What follows belongs to an exercise in optimizing a design on an open flow for small area; a production flow would make more cautious choices. RTL that was checked went through simulation tests only; none was proved equivalent to the original. The flow treats the clock pin as an ideal source, which a real chip does not have. No activity file was given, so power comes from the tool's default toggle rates.

==> build 62: inputs <==
Design module_top, start of the top module:
module module_top (
    input  logic        clk,
    input  logic [3:0]  fil,
    input  logic        rst_in,
    input  logic        rst,
    output logic        rst_1,
    output logic [3:0]  col,
    output logic [6:0]  seg,
    output logic        seg_dot,
    output logic [3:0]  cats
);
export LEC_CHECK = 0
export CAP_MARGIN = 20
export CORE_MARGIN = 2
export CORE_UTILIZATION = 55
export GPL_TIMING_DRIVEN = 0
export SLEW_MARGIN = 20
create_clock -name core_clock -period 10.0 [get_ports {clk}]
standard.sh (not shown) runs the stock make flow with config.mk's settings and CLKGATE_MAP_FILE= SYNTH_SCRIPT=/design/flow/synth_recipe.tcl, a recipe that flattens the netlist after the stock synthesis.
==> flow/flow/run.sh <==
#!/bin/bash
# Own layout flow: the standard flow (standard.sh) with
#  - synthesis through flow/own_synth.tcl: the standard synthesis script with
#    area-oriented ABC mapping and no half/full-adder cell extraction
#    (registers are mapped exactly as in the standard synthesis),
#  - port buffers of the smallest buffer cell,
#  - a small clock tree without dummy loads.
set -euo pipefail
W=$(pwd)
sed -e "s|SYNTH_SCRIPT=[^ ]*|SYNTH_SCRIPT=$W/flow/own_synth.tcl|" standard.sh > own_standard.sh
export BUFFER_PORTS_ARGS="-buffer_cell sky130_fd_sc_hd__buf_1"
export CTS_ARGS="-sink_clustering_enable -repair_clock_nets -dont_use_dummy_load -buf_list sky130_fd_sc_hd__clkbuf_4 -root_buf sky130_fd_sc_hd__clkbuf_8 -tree_buf sky130_fd_sc_hd__clkbuf_4"
bash own_standard.sh finish > own_flow.log 2>&1
==> flow/flow/own_synth.tcl <==
proc synth {args} { yosys synth -nofsm -noshare {*}$args }
# area-oriented mapping: no half/full adder cells, plain ABC liberty mapping
proc extract_fa {args} { yosys extract_fa -fa }
proc abc {args} {
  global lib_args lib_dont_use_args
  yosys abc {*}$lib_args {*}$lib_dont_use_args
}
source $::env(SCRIPTS_DIR)/synth.tcl
# left out here: clear keep_hierarchy, flatten, clean up, hide names made inside functions, write 1_2_yosys.v
==> build 7: changes against build 62 <==
--- a/flow/design.v
+++ b/flow/design.v
@@ -44,24 +44,25 @@
             4'b0100: case (idx) 2'd0: key = 4'h7; 2'd1: key = 4'h8; 2'd2: key = 4'h9; 2'd3: key = 4'hC; endcase
             4'b1000: case (idx) 2'd0: key = 4'hE; 2'd1: key = 4'h0; 2'd2: key = 4'hF; 2'd3: key = 4'hD; endcase
             default: key = 4'h0;
         endcase
     end
     logic [3:0] numero;
     always_ff @(posedge clk)
-        numero <= pulse ? (numero & {4{~reset}}) : key;
+        if (pulse) numero <= reset ? 4'h0 : numero;
+        else       numero <= key;
     localparam logic [2:0] INICIO = 3'b000, PRIMERO = 3'b001, SEG1 = 3'b011, SEGUNDO = 3'b010,
                            DIVIDIR = 3'b110, RESET = 3'b100;
     logic [2:0] state;
     always_ff @(posedge clk) begin
         if (rst || reset) state <= INICIO;
         else case (state)
             INICIO:  if (press) state <= PRIMERO;
             PRIMERO: if (press) state <= SEG1;
-            SEG1:    state <= SEGUNDO;    
+            SEG1:    state <= press ? DIVIDIR : SEGUNDO;
             SEGUNDO: if (press) state <= DIVIDIR;
             DIVIDIR: if (press) state <= RESET;
             default: state <= INICIO;
         endcase
     end
     wire sel_disp = (state == DIVIDIR);
     wire clr_ab   = rst | reset | (state == RESET);
@@ -71,46 +72,36 @@
             A <= '0;
             B <= '0;
         end else begin
             if (press && state == INICIO)  A <= numero;
             if (press && state == PRIMERO) B <= numero;
         end
     end
+    localparam logic [2:0] D_IDLE = 3'b000, D_START = 3'b001;
     logic [2:0] dst;
     logic [3:0] Rr, Q;
-    wire        busy = dst[1];
-    wire        a = dst[2] ? (dst[0] ? A[0] : A[1]) : (dst[0] ? A[3] : A[2]);
-    wire  [3:0] x = {Rr[2:0], a};
-    wire  [4:0] bw;
-    wire  [3:0] d;
-    assign bw[0] = 1'b0;
-    for (genvar i = 0; i < 4; i++) begin : fsub
-        assign d[i]    = x[i] ^ B[i] ^ bw[i];
-        assign bw[i+1] = (~x[i] & B[i]) | (~x[i] & bw[i]) | (B[i] & bw[i]);
-    end
-    wire signo = Rr[3] ^ bw[4];      
+    wire  [1:0] ind   = dst[1:0];
+    wire        busy  = dst[2];
+    wire  [4:0] Rn    = {Rr, A[~ind]};
+    wire  [4:0] D     = Rn - {1'b0, B};
+    wire        signo = D[4];
     always_ff @(posedge clk) begin
         if (rst) begin
-            dst <= 3'b000;
+            dst <= D_IDLE;
             Rr  <= '0;
             Q   <= '0;
-        end else begin
-            if (dst == 3'b001) Rr <= '0;
-            if (busy) begin
-                Q  <= {Q[2:0], ~signo};
-                Rr <= signo ? x : d;
-            end
-            case (dst)
-                3'b000:  if (state == SEG1 && B != 4'd0) dst <= 3'b001;
-                3'b001:  dst <= 3'b011;
-                3'b011:  dst <= 3'b010;
-                3'b010:  dst <= 3'b110;
-                3'b110:  dst <= 3'b111;
-                default: dst <= 3'b000;
-            endcase
+        end else if (busy) begin
+            Q[~ind] <= ~signo;
+            Rr      <= signo ? Rn[3:0] : D[3:0];
+            dst     <= (ind == 2'd3) ? D_IDLE : dst + 3'd1;
+        end else if (dst == D_START) begin
+            Rr  <= '0;
+            dst <= 3'b100;
+        end else if (state == SEG1 && B != 4'd0) begin
+            dst <= D_START;
         end
     end
     wire       q_ten = Q[3] & (Q[2] | Q[1]);
     wire       r_ten = Rr[3] & (Rr[2] | Rr[1]);
     wire [3:0] q_one = q_ten ? Q - 4'd10 : Q;
     wire [3:0] r_one = r_ten ? Rr - 4'd10 : Rr;
     logic [3:0] num;
@@ -150,43 +141,41 @@
         endcase
     end
     assign cats = ~(sel_disp ? col : {1'b0, idx == 2'd2, idx == 2'd1, 1'b0});
 endmodule
 module module_DeBounce (
     input  logic clk,
     input  logic rst,
-    input  logic button_in,   
-    output logic DB_out,      
+    input  logic button_in,
+    output logic DB_out,
     output logic pulse        
 );
-    localparam logic [2:0] IDLE = 3'b000, PULSE = 3'b001, WL1 = 3'b011, WLF = 3'b111,
-                           INHF = 3'b110, WAIT_LOW = 3'b010, INHIBITED = 3'b100;
-    logic        DFF1;
+    localparam logic [1:0] IDLE = 2'd0, PULSE = 2'd1, WAIT_LOW = 2'd2, INHIBITED = 2'd3;
+    logic        DFF1, DFF2;
     logic [19:0] lf;
-    logic [2:0]  state;
+    logic [1:0]  state;
     wire t512  = ~lf[13] & ~lf[9] & lf[5] & ~lf[4] & lf[2] & ~lf[1];
     wire t2p19 = ~lf[18] & lf[17] & ~lf[16] & lf[15] & ~lf[14] & lf[13] & ~lf[12] & ~lf[10]
                & lf[9] & ~lf[8] & ~lf[7] & ~lf[6] & ~lf[5] & ~lf[3] & ~lf[2] & ~lf[1] & ~lf[0];
-    assign DB_out = state[2] & state[1];
-    assign pulse  = (state == WL1);
+    assign pulse = (state == PULSE);
     always_ff @(posedge clk)
-        if (button_in ^ DFF1) lf <= '0;
-        else                  lf <= {~lf[18:0], ~(lf[19] ^ lf[16])};
+        if (DFF1 ^ DFF2) lf <= '0;
+        else             lf <= {~lf[18:0], ~(lf[19] ^ lf[16])};
     always_ff @(posedge clk) begin
         if (rst) begin
-            DFF1  <= 1'b0;
-            state <= IDLE;
+            DFF1   <= 1'b0;
+            DFF2   <= 1'b0;
+            state  <= IDLE;
+            DB_out <= 1'b0;
         end else begin
-            DFF1 <= button_in;
+            DFF1   <= button_in;
+            DFF2   <= DFF1;
+            DB_out <= pulse;
             case (state)
-                IDLE:      if (t512 && DFF1) state <= PULSE;
-                PULSE:     state <= WL1;
-                WL1:       state <= DFF1 ? WLF : INHF;
-                WLF:       state <= DFF1 ? WAIT_LOW : INHIBITED;
-                INHF:      state <= INHIBITED;    
-                WAIT_LOW:  if (!DFF1) state <= INHIBITED;
-                INHIBITED: if (t2p19 && !DFF1) state <= IDLE;
-                default:   state <= INHIBITED;
+                IDLE:      if (t512 && DFF2) state <= PULSE;
+                PULSE:     state <= WAIT_LOW;
+                WAIT_LOW:  if (!DFF2) state <= INHIBITED;
+                INHIBITED: if (t2p19 && !DFF2) state <= IDLE;
             endcase
         end
     end
 endmodule
==> flow/flow/run.sh (replaced) <==
#!/bin/bash
# Own layout flow: the standard flow (standard.sh) with
#  - synthesis through flow/own_synth.tcl: the standard synthesis script with
#    area-oriented ABC mapping and no half/full-adder cell extraction
#    (registers are mapped exactly as in the standard synthesis),
#  - port buffers of the smallest buffer cell,
#  - a small clock tree without dummy loads.
set -euo pipefail
W=$(pwd)
sed -e "s|SYNTH_SCRIPT=[^ ]*|SYNTH_SCRIPT=$W/flow/own_synth.tcl|" standard.sh > own_standard.sh
export BUFFER_PORTS_ARGS="-buffer_cell sky130_fd_sc_hd__buf_1"
export CTS_ARGS="-sink_clustering_enable -repair_clock_nets -dont_use_dummy_load -buf_list sky130_fd_sc_hd__clkbuf_4 -root_buf sky130_fd_sc_hd__clkbuf_8 -sink_clustering_size 25"
bash own_standard.sh finish > own_flow.log 2>&1
==> flow/flow/own_synth.tcl (replaced) <==
proc synth {args} { yosys synth -nofsm -noshare {*}$args }
# area-oriented mapping: no half/full adder cells, plain ABC liberty mapping
proc extract_fa {args} { puts "own flow: extract_fa skipped" }
proc abc {args} {
  global lib_args lib_dont_use_args
  yosys abc {*}$lib_args {*}$lib_dont_use_args
}
source $::env(SCRIPTS_DIR)/synth.tcl
# left out here: clear keep_hierarchy, flatten, clean up, hide names made inside functions, write 1_2_yosys.v
GPL_TIMING_DRIVEN = not set   (was 0)
==> notes.md <==
worst-path fanout max - 14
multiplexer area fraction after synthesis - 2.62%
outcome - no timing/DRC/antenna violations
switching power total - 0.000155 W
fill count - 570
met2 wire len - 3240 µm
hold slack final - 378 ps
Total Power - 0.000659 W
Post-Synth XOR/XNOR Area - 1.49%
-- figures above: build 62

==> notes.md <==
Post-Synth XOR/XNOR Area - 2.67%
fill count - 582
worst-path fanout max - 11
multiplexer area fraction after synthesis - 0.624%
outcome - no timing/DRC/antenna violations
met2 wire len - 3140 µm
hold slack final - 383 ps
-- figures above: build 7

Only the layout flow was run in build 7; the RTL was not checked for function there.

==> run Z: inputs <==
==> flow/design.v <==
module module_top (
    input  logic        clk,
    input  logic [3:0]  fil,
    input  logic        rst_in,
    input  logic        rst,
    output logic        rst_1,
    output logic [3:0]  col,
    output logic [6:0]  seg,
    output logic        seg_dot,
    output logic [3:0]  cats
);
    assign rst_1   = 1'b1;
    assign seg_dot = 1'b0;
    logic [14:0] sc;
    logic [1:0]  idx;        
    wire term = ~sc[14] & sc[13] & ~sc[12] & sc[11] & sc[9] & sc[7] & sc[6] & sc[5]
              & ~sc[4] & sc[3] & sc[1] & ~sc[0];
    always_ff @(posedge clk) begin
        if (rst || term) sc <= 15'd28769;
        else             sc <= {~sc[13:0], sc[14] ^ sc[0]};
        if (rst)       idx <= 2'd0;
        else if (term) idx <= idx + 2'd1;
    end
    assign col = 4'b0001 << idx;
    logic any_row, rst_in_reg;     
    always_ff @(posedge clk) begin
        if (rst) begin
            any_row    <= 1'b0;
            rst_in_reg <= 1'b0;
        end else begin
            any_row    <= |fil;
            rst_in_reg <= rst_in;
        end
    end
    logic press, reset, pulse, pulse_rst;
    module_DeBounce DB     (.clk(clk), .rst(rst), .button_in(any_row),    .DB_out(press), .pulse(pulse));
    module_DeBounce DB_rst (.clk(clk), .rst(rst), .button_in(rst_in_reg), .DB_out(reset), .pulse(pulse_rst));
    logic [3:0] key;
    always_comb begin
        key = 4'h0;
        case (fil)
            4'b0001: case (idx) 2'd0: key = 4'h1; 2'd1: key = 4'h2; 2'd2: key = 4'h3; 2'd3: key = 4'hA; endcase
            4'b0010: case (idx) 2'd0: key = 4'h4; 2'd1: key = 4'h5; 2'd2: key = 4'h6; 2'd3: key = 4'hB; endcase
            4'b0100: case (idx) 2'd0: key = 4'h7; 2'd1: key = 4'h8; 2'd2: key = 4'h9; 2'd3: key = 4'hC; endcase
            4'b1000: case (idx) 2'd0: key = 4'hE; 2'd1: key = 4'h0; 2'd2: key = 4'hF; 2'd3: key = 4'hD; endcase
            default: key = 4'h0;
        endcase
    end
    localparam logic [2:0] INICIO = 3'b000, PRIMERO = 3'b001, SEG1 = 3'b011, SEGUNDO = 3'b010,
                           DIVIDIR = 3'b110, RESET = 3'b100;
    logic [2:0] state, state_n;
    always_comb begin
        if (rst || reset) state_n = INICIO;
        else case (state)
            INICIO:  state_n = press ? PRIMERO : INICIO;
            PRIMERO: state_n = press ? SEG1 : PRIMERO;
            SEG1:    state_n = SEGUNDO;    
            SEGUNDO: state_n = press ? DIVIDIR : SEGUNDO;
            DIVIDIR: state_n = press ? RESET : DIVIDIR;
            default: state_n = INICIO;
        endcase
    end
    always_ff @(posedge clk) state <= state_n;
    wire sel_disp = (state == DIVIDIR);
    logic [3:0] A, B;
    wire  [3:0] numero_next_A = pulse ? (A & {4{~reset}}) : key;
    wire  [3:0] numero_next_B = pulse ? (B & {4{~reset}}) : key;
    always_ff @(posedge clk) begin
        if (state_n == INICIO)  A <= numero_next_A;
        if (state_n == INICIO)  B <= 4'h0;
        else if (state_n == PRIMERO) B <= numero_next_B;
    end
    wire        a_zero = (state == INICIO);                       
    wire        b_zero = (state == INICIO) | (state == PRIMERO);   
    logic [2:0] dst;
    logic [3:0] Rr, Qn;
    wire  [3:0] Q = ~Qn;
    wire        busy = dst[1];
    wire        a = ~a_zero & (dst[2] ? (dst[0] ? A[0] : A[1]) : (dst[0] ? A[3] : A[2]));
    wire  [3:0] x = {Rr[2:0], a};
    wire  [4:0] bw;
    wire  [3:0] d;
    assign bw[0] = 1'b0;
    for (genvar i = 0; i < 4; i++) begin : fsub
        assign d[i]    = x[i] ^ B[i] ^ bw[i];
        assign bw[i+1] = (~x[i] & B[i]) | (~x[i] & bw[i]) | (B[i] & bw[i]);
    end
    wire signo = Rr[3] ^ bw[4];      
    always_ff @(posedge clk) begin
        if (rst) begin
            dst <= 3'b000;
            Rr  <= '0;
            Qn  <= '1;
        end else begin
            if (dst == 3'b001) Rr <= '0;
            if (busy) begin
                Qn <= {Qn[2:0], signo};
                Rr <= signo ? x : d;
            end
            case (dst)
                3'b000:  if (state == SEG1 && B != 4'd0) dst <= 3'b001;
                3'b001:  dst <= 3'b011;
                3'b011:  dst <= 3'b010;
                3'b010:  dst <= 3'b110;
                3'b110:  dst <= 3'b111;
                default: dst <= 3'b000;
            endcase
        end
    end
    wire [3:0] v   = idx[1] ? Q : Rr;
    wire       ten = v[3] & (v[2] | v[1]);
    wire [3:0] one = ten ? {1'b0, v[2] & v[1], v[2] & ~v[1], v[0]} : v;
    wire [3:0] num = sel_disp ? (idx[0] ? {3'b000, ten} : one)
                              : (idx == 2'd1 ? (B & {4{~b_zero}}) : idx == 2'd2 ? (A & {4{~a_zero}}) : 4'h8);
    always_comb begin
        case (num)
            4'h0: seg = 7'b0111111;
            4'h1: seg = 7'b0000110;
            4'h2: seg = 7'b1011011;
            4'h3: seg = 7'b1001111;
            4'h4: seg = 7'b1100110;
            4'h5: seg = 7'b1101101;
            4'h6: seg = 7'b1111101;
            4'h7: seg = 7'b0000111;
            4'h8: seg = 7'b1111111;
            4'h9: seg = 7'b1101111;
            4'hA: seg = 7'b1110111;
            4'hB: seg = 7'b1111100;
            4'hC: seg = 7'b0111001;
            4'hD: seg = 7'b1011110;
            4'hE: seg = 7'b1111001;
            default: seg = 7'b1110001;
        endcase
    end
    assign cats = ~(sel_disp ? col : {1'b0, idx == 2'd2, idx == 2'd1, 1'b0});
endmodule
module module_DeBounce (
    input  logic clk,
    input  logic rst,
    input  logic button_in,   
    output logic DB_out,      
    output logic pulse        
);
    localparam logic [2:0] IDLE = 3'd6, PULSE = 3'd7, WL1 = 3'd5, WLF = 3'd3,
                           INHF = 3'd1, WAIT_LOW = 3'd0, INHIBITED = 3'd2;
    logic        DFF1;
    logic [19:0] lf;
    logic [2:0]  state;
    wire t512  = ~lf[13] & ~lf[9] & lf[5] & ~lf[4] & lf[2] & ~lf[1];
    wire t2p19 = ~lf[18] & lf[17] & ~lf[16] & lf[15] & ~lf[14] & lf[13] & ~lf[12] & ~lf[10]
               & lf[9] & ~lf[8] & ~lf[7] & ~lf[6] & ~lf[5] & ~lf[3] & ~lf[2] & ~lf[1] & ~lf[0];
    assign DB_out = (state == WLF) || (state == INHF);
    assign pulse  = (state == WL1);
    always_ff @(posedge clk)
        if (button_in ^ DFF1) lf <= '0;
        else                  lf <= {~lf[18:0], ~(lf[19] ^ lf[16])};
    always_ff @(posedge clk) begin
        if (rst) begin
            DFF1  <= 1'b0;
            state <= IDLE;
        end else begin
            DFF1 <= button_in;
            case (state)
                IDLE:      if (t512 && DFF1) state <= PULSE;
                PULSE:     state <= WL1;
                WL1:       state <= DFF1 ? WLF : INHF;
                WLF:       state <= DFF1 ? WAIT_LOW : INHIBITED;
                INHF:      state <= INHIBITED;    
                WAIT_LOW:  if (!DFF1) state <= INHIBITED;
                INHIBITED: if (t2p19 && !DFF1) state <= IDLE;
                default:   state <= INHIBITED;
            endcase
        end
    end
endmodule
==> flow/flow/run.sh <==
#!/bin/bash
# Own layout flow: the standard flow (standard.sh) with
#  - synthesis through flow/own_synth.tcl: the standard synthesis script with
#    area-oriented ABC mapping and only full-adder cell extraction (no
#    half-adder cells); registers are mapped exactly as in the standard
#    synthesis,
#  - port buffers of the smallest buffer cell,
#  - a small clock tree of inverters built by flow/post_cts.tcl after CTS
#    (flow/pre_cts.tcl tells CTS to leave the clock net alone): the
#    registers in CLK_GROUPS groups of near-equal size by position, one
#    CLK_LEAF_INV per group, one CLK_ROOT_INV from the clock port to the
#    group inverters.
# Each tool's output is in orfs/logs/; make's output is in own_flow.log.
set -euo pipefail
W=$(pwd)
sed -e "s|SYNTH_SCRIPT=[^ ]*|SYNTH_SCRIPT=$W/flow/own_synth.tcl|" standard.sh > own_standard.sh
export BUFFER_PORTS_ARGS="-buffer_cell sky130_fd_sc_hd__buf_1"
export PRE_CTS_TCL=$W/flow/pre_cts.tcl
export POST_CTS_TCL=$W/flow/post_cts.tcl
export CLK_GROUPS=5
export CLK_ROOT_INV=sky130_fd_sc_hd__inv_4
export CLK_LEAF_INV=sky130_fd_sc_hd__inv_8
bash own_standard.sh finish > own_flow.log 2>&1
==> flow/flow/area.abc <==
strash; dch -f; amap; strash; dch -f; amap; strash; dch -f; amap; strash; dch -f; amap; strash; dch -f; amap; strash; dch -f; amap; topo; dnsize
==> flow/flow/own_synth.tcl <==
set ::own_flow_dir [file dirname [file normalize [info script]]]
proc synth {args} { yosys synth -nofsm -noshare {*}$args }
# area-oriented mapping: full adder cells only, ABC area mapping (area.abc:
# six rounds of choice computation and area mapping)
proc extract_fa {args} { yosys extract_fa -fa }
proc abc {args} {
  global lib_args lib_dont_use_args
  yosys abc {*}$lib_args {*}$lib_dont_use_args -script $::own_flow_dir/area.abc
}
# constant outputs get the smallest buffer
proc insbuf {args} { yosys insbuf -buf sky130_fd_sc_hd__buf_1 A X }
source $::env(SCRIPTS_DIR)/synth.tcl
# left out here: clear keep_hierarchy, flatten, clean up, hide names made inside functions, write 1_2_yosys.v
==> flow/flow/post_cts.tcl <==
# Clock tree of inverters, built after CTS (which is left nothing to do):
# the registers in CLK_GROUPS groups of near-equal size by position (k-means
# with a size cap); each group is driven by one CLK_LEAF_INV at its centre,
# and one CLK_ROOT_INV between the clock port and the leaf inverters, so every
# register sees the clock through two inversions.
set ngroups $::env(CLK_GROUPS)
set db [ord::get_db]
set block [ord::get_db_block]
set leafm [$db findMaster $::env(CLK_LEAF_INV)]
set rootm [$db findMaster $::env(CLK_ROOT_INV)]
set net [$block findNet clk]
set sinks {}
foreach it [$net getITerms] {
  set bb [[$it getInst] getBBox]
  lappend sinks [list $it [expr {([$bb xMin] + [$bb xMax]) / 2.0}] [expr {([$bb yMin] + [$bb yMax]) / 2.0}]]
}
set n [llength $sinks]
set sorted [lsort -real -index 0 [lmap s $sinks {list [expr {[lindex $s 1] + [lindex $s 2]}] {*}$s}]]
set cx {}
set cy {}
for {set g 0} {$g < $ngroups} {incr g} {
  set s [lindex $sorted [expr {int(($g + 0.5) * $n / $ngroups)}]]
  lappend cx [lindex $s 2]
  lappend cy [lindex $s 3]
}
set cap [expr {($n + $ngroups - 1) / $ngroups}]
for {set iter 0} {$iter < 30} {incr iter} {
  set pairs {}
  set i 0
  foreach s $sinks {
    for {set g 0} {$g < $ngroups} {incr g} {
      lappend pairs [list [expr {abs([lindex $s 1] - [lindex $cx $g]) + abs([lindex $s 2] - [lindex $cy $g])}] $i $g]
    }
    incr i
  }
  set pairs [lsort -real -index 0 $pairs]
  set taken [lrepeat $n 0]
  set count [lrepeat $ngroups 0]
  set members [lrepeat $ngroups {}]
  foreach pr $pairs {
    lassign $pr d i g
    if {[lindex $taken $i] || [lindex $count $g] >= $cap} continue
    lset taken $i 1
    lset count $g [expr {[lindex $count $g] + 1}]
    lset members $g [concat [lindex $members $g] [list [lindex $sinks $i]]]
  }
  for {set g 0} {$g < $ngroups} {incr g} {
    set m [lindex $members $g]
    if {[llength $m] == 0} continue
    set sx 0.0
    set sy 0.0
    foreach s $m { set sx [expr {$sx + [lindex $s 1]}]; set sy [expr {$sy + [lindex $s 2]}] }
    lset cx $g [expr {$sx / [llength $m]}]
    lset cy $g [expr {$sy / [llength $m]}]
  }
}
proc place_at {inst x y} {
  $inst setLocation [expr {int($x)}] [expr {int($y)}]
  $inst setPlacementStatus PLACED
}
# root inverter at the centre of the groups
set rx 0.0
set ry 0.0
for {set g 0} {$g < $ngroups} {incr g} { set rx [expr {$rx + [lindex $cx $g]}]; set ry [expr {$ry + [lindex $cy $g]}] }
set root [odb::dbInst_create $block $rootm clkinv_root]
place_at $root [expr {$rx / $ngroups}] [expr {$ry / $ngroups}]
set rnet [odb::dbNet_create $block clknet_root]
$rnet setSigType CLOCK
[$root findITerm A] connect $net
[$root findITerm Y] connect $rnet
for {set g 0} {$g < $ngroups} {incr g} {
  set m [lindex $members $g]
  if {[llength $m] == 0} continue
  set leaf [odb::dbInst_create $block $leafm clkinv_g$g]
  place_at $leaf [lindex $cx $g] [lindex $cy $g]
  set gnet [odb::dbNet_create $block clknet_g$g]
  $gnet setSigType CLOCK
  [$leaf findITerm A] connect $rnet
  [$leaf findITerm Y] connect $gnet
  foreach s $m {
    set it [lindex $s 0]
    $it disconnect
    $it connect $gnet
  }
  puts "post_cts: group $g: [llength $m] registers"
}
puts "post_cts: clock port drives [llength [$net getITerms]] pins"
detailed_placement
check_placement -verbose
estimate_parasitics -placement
report_clock_skew
==> flow/flow/pre_cts.tcl <==
# CTS builds no tree: flow/post_cts.tcl builds it after CTS
set_cts_config -skip_nets clk
==> flow/standard.sh <==
#!/bin/bash
# synth_recipe.tcl (not shown) runs the flow's synth.tcl, then flattens the netlist and writes it again
# the make line also repeats each setting of config.mk as NAME=value (left out here)
make -C /OpenROAD-flow-scripts/flow DESIGN_CONFIG=/design/flow/config.mk WORK_HOME=/design/flow/orfs CLKGATE_MAP_FILE= SYNTH_SCRIPT=/design/flow/synth_recipe.tcl "${@:-finish}"
==> flow/config.mk <==
export PLATFORM = sky130hd
export DESIGN_NAME = module_top
export DESIGN_NICKNAME = module_top
export VERILOG_FILES = /design/flow/design.v
export SDC_FILE = /design/flow/constraint.sdc
export NUM_CORES = 4
export LEC_CHECK = 0
export CAP_MARGIN = 20
export CORE_MARGIN = 2
export CORE_UTILIZATION = 55
export GPL_TIMING_DRIVEN = 0
export SLEW_MARGIN = 20
==> flow/constraint.sdc <==
create_clock -name core_clock -period 10.0 [get_ports {clk}]
set_input_delay 2.0000 -clock core_clock [delete_from_list [all_inputs] [get_ports {clk}]]
set_output_delay 2.0000 -clock core_clock [all_outputs]
set_load 0.01 [all_outputs]
==> run R: changes against run Z <==
--- a/flow/flow/run.sh
+++ b/flow/flow/run.sh
@@ -18,6 +18,6 @@
 export PRE_CTS_TCL=$W/flow/pre_cts.tcl
 export POST_CTS_TCL=$W/flow/post_cts.tcl
-export CLK_GROUPS=5
+export CLK_GROUPS=6
 export CLK_ROOT_INV=sky130_fd_sc_hd__inv_4
-export CLK_LEAF_INV=sky130_fd_sc_hd__inv_8
+export CLK_LEAF_INV=sky130_fd_sc_hd__inv_6
 bash own_standard.sh finish > own_flow.log 2>&1
==> flow/flow/area.abc (replaced) <==
strash; dch -f; amap; topo; dnsize
--- a/flow/flow/own_synth.tcl
+++ b/flow/flow/own_synth.tcl
@@ -1,6 +1,5 @@
 set ::own_flow_dir [file dirname [file normalize [info script]]]
 proc synth {args} { yosys synth -nofsm -noshare {*}$args }
-# area-oriented mapping: full adder cells only, ABC area mapping (area.abc:
-# six rounds of choice computation and area mapping)
+# area-oriented mapping: full adder cells only, ABC area mapping (area.abc)
 proc extract_fa {args} { yosys extract_fa -fa }
 proc abc {args} {
==> run P: changes against run Z <==
--- a/flow/design.v
+++ b/flow/design.v
@@ -47,35 +47,37 @@
         endcase
     end
+    logic [3:0] numero;
+    always_ff @(posedge clk)
+        numero <= pulse ? (numero & {4{~reset}}) : key;
     localparam logic [2:0] INICIO = 3'b000, PRIMERO = 3'b001, SEG1 = 3'b011, SEGUNDO = 3'b010,
                            DIVIDIR = 3'b110, RESET = 3'b100;
-    logic [2:0] state, state_n;
-    always_comb begin
-        if (rst || reset) state_n = INICIO;
+    logic [2:0] state;
+    always_ff @(posedge clk) begin
+        if (rst || reset) state <= INICIO;
         else case (state)
-            INICIO:  state_n = press ? PRIMERO : INICIO;
-            PRIMERO: state_n = press ? SEG1 : PRIMERO;
-            SEG1:    state_n = SEGUNDO;    
-            SEGUNDO: state_n = press ? DIVIDIR : SEGUNDO;
-            DIVIDIR: state_n = press ? RESET : DIVIDIR;
-            default: state_n = INICIO;
+            INICIO:  if (press) state <= PRIMERO;
+            PRIMERO: if (press) state <= SEG1;
+            SEG1:    state <= SEGUNDO;    
+            SEGUNDO: if (press) state <= DIVIDIR;
+            DIVIDIR: if (press) state <= RESET;
+            default: state <= INICIO;
         endcase
     end
-    always_ff @(posedge clk) state <= state_n;
     wire sel_disp = (state == DIVIDIR);
+    wire clr_ab   = rst | reset | (state == RESET);
     logic [3:0] A, B;
-    wire  [3:0] numero_next_A = pulse ? (A & {4{~reset}}) : key;
-    wire  [3:0] numero_next_B = pulse ? (B & {4{~reset}}) : key;
     always_ff @(posedge clk) begin
-        if (state_n == INICIO)  A <= numero_next_A;
-        if (state_n == INICIO)  B <= 4'h0;
-        else if (state_n == PRIMERO) B <= numero_next_B;
+        if (clr_ab) begin
+            A <= '0;
+            B <= '0;
+        end else begin
+            if (press && state == INICIO)  A <= numero;
+            if (press && state == PRIMERO) B <= numero;
+        end
     end
-    wire        a_zero = (state == INICIO);                       
-    wire        b_zero = (state == INICIO) | (state == PRIMERO);   
     logic [2:0] dst;
-    logic [3:0] Rr, Qn;
-    wire  [3:0] Q = ~Qn;
+    logic [3:0] Rr, Q;
     wire        busy = dst[1];
-    wire        a = ~a_zero & (dst[2] ? (dst[0] ? A[0] : A[1]) : (dst[0] ? A[3] : A[2]));
+    wire        a = dst[2] ? (dst[0] ? A[0] : A[1]) : (dst[0] ? A[3] : A[2]);
     wire  [3:0] x = {Rr[2:0], a};
     wire  [4:0] bw;
@@ -91,9 +93,9 @@
             dst <= 3'b000;
             Rr  <= '0;
-            Qn  <= '1;
+            Q   <= '0;
         end else begin
             if (dst == 3'b001) Rr <= '0;
             if (busy) begin
-                Qn <= {Qn[2:0], signo};
+                Q  <= {Q[2:0], ~signo};
                 Rr <= signo ? x : d;
             end
@@ -112,5 +114,5 @@
     wire [3:0] one = ten ? {1'b0, v[2] & v[1], v[2] & ~v[1], v[0]} : v;
     wire [3:0] num = sel_disp ? (idx[0] ? {3'b000, ten} : one)
-                              : (idx == 2'd1 ? (B & {4{~b_zero}}) : idx == 2'd2 ? (A & {4{~a_zero}}) : 4'h8);
+                              : (idx == 2'd1 ? B : idx == 2'd2 ? A : 4'h8);
     always_comb begin
         case (num)
==> flow/flow/area.abc (replaced) <==
strash; dch -f; amap; topo; dnsize
--- a/flow/flow/own_synth.tcl
+++ b/flow/flow/own_synth.tcl
@@ -1,6 +1,5 @@
 set ::own_flow_dir [file dirname [file normalize [info script]]]
 proc synth {args} { yosys synth -nofsm -noshare {*}$args }
-# area-oriented mapping: full adder cells only, ABC area mapping (area.abc:
-# six rounds of choice computation and area mapping)
+# area-oriented mapping: full adder cells only, ABC area mapping (area.abc)
 proc extract_fa {args} { yosys extract_fa -fa }
 proc abc {args} {
--- a/flow/config.mk
+++ b/flow/config.mk
@@ -8,5 +8,5 @@
 export CAP_MARGIN = 20
 export CORE_MARGIN = 2
-export CORE_UTILIZATION = 55
+export CORE_UTILIZATION = 70
 export GPL_TIMING_DRIVEN = 0
 export SLEW_MARGIN = 20
==> notes <==
Area after synthesis, highest first: run P, run R, run Z. In run Z the worst setup slack is lower than in run P, by 0.17 ns. In clock power, run P and run R hardly differ. Run P completed with no timing, DRC or antenna violations. Run R finished with timing, DRC and antenna clean. Run Z produced a clean layout. Register-to-register slack: run Z < run R < run P.

afterwards: timing with drivers on the ports:
The results above use ideal ports. As a check the final layouts listed here were re-extracted and re-timed, cells and wires unchanged.
Step 1 (the two cells are an assumption about what drives the block):
set clk [get_ports {clk}]
set_driving_cell -lib_cell sky130_fd_sc_hd__clkbuf_16 $clk
set_driving_cell -lib_cell sky130_fd_sc_hd__buf_2 [delete_from_list [all_inputs] $clk]
Step 2, shift: input delay + t, output delay - t, t = (earliest + latest rising clock arrival at the registers) / 2. This alone moves slack from input paths to output paths.
Three values: no drivers, after step 1, after step 2; two values: the first two.
| run | t (ns) | setup slack, ns | hold slack, ns | worst setup path after step 2 | worst register clock-pin slew, ns |
|---|---|---|---|---|---|
| build 62 | 0.376 | 5.117 / 5.087 / 5.463 | 0.378 / 0.378 / 0.378 | register to output | 0.09 / 0.09 |
| build 7 | 0.373 | 4.917 / 4.890 / 5.263 | 0.383 / 0.383 / 0.383 | register to output | 0.09 / 0.09 |
| run Z | 0.266 | 4.636 / 4.601 / 4.867 | 0.391 / 0.391 / 0.391 | register to output | 0.10 / 0.10 |
| run R | 0.267 | 4.674 / 4.642 / 4.908 | 0.390 / 0.390 / 0.390 | register to output | 0.12 / 0.12 |
| run P | 0.256 | 4.802 / 4.771 / 5.026 | 0.388 / 0.388 / 0.388 | register to output | 0.09 / 0.09 |
After both steps setup and hold are still met in every run listed.
